This is an optimization exercise on Yosys and OpenROAD, whose aim is small area, not a production implementation. No activity file was given, so power comes from the tool's default toggle rates.

lane 1:
==> flow/design.v <==
module uart_rx (
	input wire clk,
	input wire nrst,
	input wire rxd,
	output reg [7:0] data,
	output reg data_v
);
localparam [12:0] L_N = 13'd339;
localparam [12:0] L_N3_2 = 13'd4953;
reg state_input;
reg [2:0] state;  
reg [12:0] cnt;
wire cnt_low = (cnt == 0);
wire [12:0] cnt_step = {cnt[11:0], cnt[12] ^ cnt[2] ^ (cnt[12] && cnt[11:0] == 0)};
wire load = cnt_low && (state_input || !rxd);
always @(posedge clk) begin
	data_v <= 0;
	if (!nrst)
		cnt <= 0;
	else
		cnt <= load ? (state_input ? L_N : L_N3_2) : cnt_step;
	if (!nrst) begin
		state_input <= 0;
		state <= 0;
	end else if (load) begin
		if (!state_input) begin
			state_input <= 1;
		end else begin
			data <= {rxd, data[7:1]};
			state_input <= (state != 7);
			state <= state + 1;
			data_v <= (state == 7);
		end
	end
end
endmodule  
module uart_rx_dbg (
	input wire clk,
	input wire nrst,
	input wire rxd,
	output wire [12:0] data,
	output wire data_v
);
reg [12:0] cnt;
reg rxd_r;
reg edge_r;
wire chg = rxd_r != rxd;
wire [12:0] cur = edge_r ? 13'd0 : cnt;
assign data = cnt;
assign data_v = edge_r && (cnt >= 13'd3906) && (cnt <= 13'd6510);
always @(posedge clk) begin
	rxd_r <= rxd;
	edge_r <= nrst && chg;
	if (!nrst) begin
		cnt <= 0;
	end else if (chg) begin
		cnt <= cur;
	end else begin
		cnt <= (cur != 13'h1fff) ? (cur + 1) : cur;
	end
end
endmodule  
module uart_tx (
	input wire clk,
	input wire nrst,
	input wire [7:0] data,
	input wire data_valid,
	output reg data_ready,
	output reg txd
);
localparam [12:0] L_N = 13'd339;
reg [12:0] cnt;
reg [3:0] ph;
wire idle = (ph == 1);
wire cnt0 = (cnt == 0);
wire [12:0] cnt_step = {cnt[11:0], cnt[12] ^ cnt[2] ^ (cnt[12] && cnt[11:0] == 0)};
wire [3:0] ph_inc = ph + 4'd1;
always @(posedge clk) begin
	cnt <= (idle || cnt0) ? L_N : cnt_step;
	if (!nrst) begin
		ph <= 1;
		data_ready <= 0;
		txd <= 1;
	end else if (idle) begin
		if (data_valid) begin
			ph <= 7;
			txd <= 0;
		end
	end else if (cnt0) begin
		ph <= ph_inc;
		if (ph == 0)
			data_ready <= 1;
		else
			txd <= ph_inc[3] ? data[ph_inc[2:0]] : 1'b1;
	end
end
endmodule  
module led (
	input wire clk,
	input wire nrst,
	input wire [31:0] data,  
	output reg [7:0] led_segments,
	output reg [7:0] led_enable
);
reg [12:0] c_lo;
reg [2:0] c_hi;
reg r1;
reg [3:0] digit;
reg [3:0] digit_d;
wire lo_z = (c_lo[11:0] == 0);
wire [12:0] lo_step = {c_lo[11:0], c_lo[12] ^ c_lo[3] ^ c_lo[2] ^ c_lo[0] ^ lo_z};
wire [12:0] cnt_lo = r1 ? 13'd0 : lo_step;
wire [2:0] cnt_hi = r1 ? 3'd0 : c_hi + (c_lo[12] && lo_z);
always @(posedge clk) begin
	r1 <= !nrst;
	c_lo <= cnt_lo;
	c_hi <= cnt_hi;
	digit_d <= digit;
	if (!nrst)
		digit <= 4'hf;
	else
		digit <= data[cnt_hi*4 +: 4];
end
always @(*) begin
	led_enable = 8'hff;
	if (!r1) led_enable[c_hi] = 1'b0;
	if (r1) led_segments = 8'hff;
	else case (digit_d)
		0: led_segments = 8'b1100_0000;
		1: led_segments = 8'b1111_1001;
		2: led_segments = 8'b1010_0100;
		3: led_segments = 8'b1011_0000;
		4: led_segments = 8'b1001_1001;
		5: led_segments = 8'b1001_0010;
		6: led_segments = 8'b1000_0010;
		7: led_segments = 8'b1111_1000;
		8: led_segments = 8'b1000_0000;
		9: led_segments = 8'b1001_0000;
		10:led_segments = 8'b1000_1000;
		11:led_segments = 8'b1000_0011;
		12:led_segments = 8'b1100_0110;
		13:led_segments = 8'b1010_0001;
		14:led_segments = 8'b1000_0110;
		default: led_segments = 8'b1000_1110;
	endcase
end
endmodule  
module ac4e6_board (
	input wire clk50,
	input wire [3:0] key,
	input wire [7:0] switch,
	input wire ps2_data,
	input wire ps2_sdck,
	input wire ch340_rx,
	output wire ch340_tx,
	output wire buzzer,
	output wire [7:0] led_segments,
	output wire [7:0] led_enable,
	output wire [2:0] vga_rgb,
	output wire vga_hsync,
	output wire vga_vsync,
	output wire [11:0] led
);
assign buzzer = '1;
assign vga_rgb = '1;
assign vga_hsync = '1;
assign vga_vsync = '1;
assign led = '1;
wire nrst;
assign nrst = key[2];
wire [7:0] uart_q;
wire uart_qv;
uart_rx i_uart_rx(clk50, nrst, ch340_rx, uart_q, uart_qv);
wire [12:0] uart_dbg;
wire uart_dbg_v;
uart_rx_dbg i_uart_dbg(clk50, nrst, ch340_rx, uart_dbg, uart_dbg_v);
reg [7:0] ch340_data;
reg [1:0] pend;
reg loaded;
reg ch340_data_valid;
wire ch340_data_ready;
uart_tx i_uart_tx(clk50, nrst, ch340_data, ch340_data_valid, ch340_data_ready, ch340_tx);
wire rd = pend != 0;
wire adv = ch340_data_valid && ch340_data_ready;
always @(posedge clk50) begin
	if (rd && !loaded)
		ch340_data <= uart_q;
	if (!nrst) begin
		pend <= 0;
		loaded <= 0;
		ch340_data_valid <= 0;
	end else begin
		loaded <= rd && !adv;
		pend <= pend + uart_qv - adv;
		if (adv)
			ch340_data_valid <= 0;
		else if (uart_qv || rd)
			ch340_data_valid <= 1;
	end
end
reg [12:0] led_lo, led_hi;
led i_led(clk50, nrst, {3'b0, led_hi, 3'b0, led_lo}, led_segments, led_enable);
always @(posedge clk50) begin
	if (!nrst) begin
		led_lo <= 0;
		led_hi <= 0;
	end else if (uart_dbg_v) begin
		led_lo <= uart_dbg;
		led_hi <= led_lo;
	end
end
endmodule  
Settings: LEC_CHECK=0, CAP_MARGIN=20, CORE_MARGIN=2, CORE_UTILIZATION=40, CTS_BUF_LIST=sky130_fd_sc_hd__clkbuf_4 sky130_fd_sc_hd__clkbuf_8, SLEW_MARGIN=20; clock period 20.0 ns.
run.sh (not shown) runs the stock make flow with config.mk's settings and CLKGATE_MAP_FILE= SYNTH_SCRIPT=/design/flow/synth_recipe.tcl, a recipe that flattens the netlist after the stock synthesis.
Changes in lane 2 relative to lane 1:
Settings: clearing CTS_BUF_LIST, which used to be sky130_fd_sc_hd__clkbuf_4 sky130_fd_sc_hd__clkbuf_8.
==> flow/flow/run.sh (new file) <==
#!/bin/bash
set -euo pipefail
export CTS_ARGS="-sink_clustering_enable -repair_clock_nets -dont_use_dummy_load -buf_list sky130_fd_sc_hd__clkbuf_4"
export BUFFER_PORTS_ARGS="-buffer_cell sky130_fd_sc_hd__buf_1"
export SKIP_REPAIR_TIE_FANOUT=1
bash standard.sh finish > standard_flow.log 2>&1
==> flow/standard.sh (new file) <==
#!/bin/bash
# synth_recipe.tcl (not shown) runs the flow's synth.tcl, then flattens the netlist and writes it again
# the make line also repeats each setting of config.mk as NAME=value (left out here)
make -C /OpenROAD-flow-scripts/flow DESIGN_CONFIG=/design/flow/config.mk WORK_HOME=/design/flow/orfs CLKGATE_MAP_FILE= SYNTH_SCRIPT=/design/flow/synth_recipe.tcl "${@:-finish}"
removed: flow/run.sh
Results
- Clock-cell share of area ends up lower on lane 2.
- Core utilization (higher): lane 1
- [compare] base=lane 1 new=lane 2: number of global-route vias before repair up 57, non-clock buffer contribution to total cell area -1.5 points, clock power decreased 47%.
- Sequential share of layout area in lane 2 is 3.2 points above lane 1.
- Taking lane 1 as the reference, in lane 2 worst hold slack saw an increase, post-route standard cell area excluding fillers saw a decrease.
- Higher final cycle utilization of the critical path was reported by lane 1, not lane 2.
Inputs modified between lane 2 and lane 3:
==> flow/flow/run.sh <==
#!/bin/bash
# Standard ORFS layout (standard.sh) with three changes:
#  - clock tree: small clock buffers and no dummy loads,
#  - port buffers: buf_1 instead of the default choice,
#  - one tie cell per constant value instead of one per load.
set -euo pipefail
export CTS_ARGS="-sink_clustering_enable -repair_clock_nets -dont_use_dummy_load -buf_list {sky130_fd_sc_hd__clkbuf_4 sky130_fd_sc_hd__clkbuf_8}"
export BUFFER_PORTS_ARGS="-buffer_cell sky130_fd_sc_hd__buf_1"
bash standard.sh finish > standard_flow.log 2>&1
### Flow results
Compared lane 3 vs lane 2, and global-route usage is up in lane 3.
There was hardly any difference in sequential cell power between lane 3 and lane 2.
Layout net count ended up 18 higher on lane 3 than on lane 2.
Lane 3 went all the way through synthesis, placement and routing and the layout is clean on timing, DRC and antenna.
No run of this note included a check of the RTL's function; only the layout flow was run.

==> static timing again, ports no longer ideal <==
The flow's constraints put no driver on any port. The routed layouts listed below were extracted and timed again, unchanged, in two steps.
Step 1 sets driving cells, clkbuf_16 on the clock port and buf_2 on the other inputs (assumed; they add their load-dependent delay and slew).
Step 2 adds t to the input delays and takes it off the output delays; t is the mean of the earliest and latest rising clock arrival at the registers after step 1. Input paths then give back, and output paths get back, about the clock's delay inside the block.
Three values: ideal ports, drivers, drivers and shift; two values: the first two.
run	t (ns)	setup WS [ns]	worst register clock-pin slew, ns	cell pins on the clock port's net
lane 1	0.452	13.832 / 13.795 / 13.697	0.08 / 0.08	1
lane 2	0.545	14.219 / 14.185 / 13.713	0.11 / 0.11	1
lane 3	0.439	14.118 / 14.131 / 13.692	0.08 / 0.08	1
After both steps setup and hold are still met in every run listed. For lane 2, which loses most, drivers alone change the setup slack by -0.034 ns; drivers and shift together by -0.506 ns.
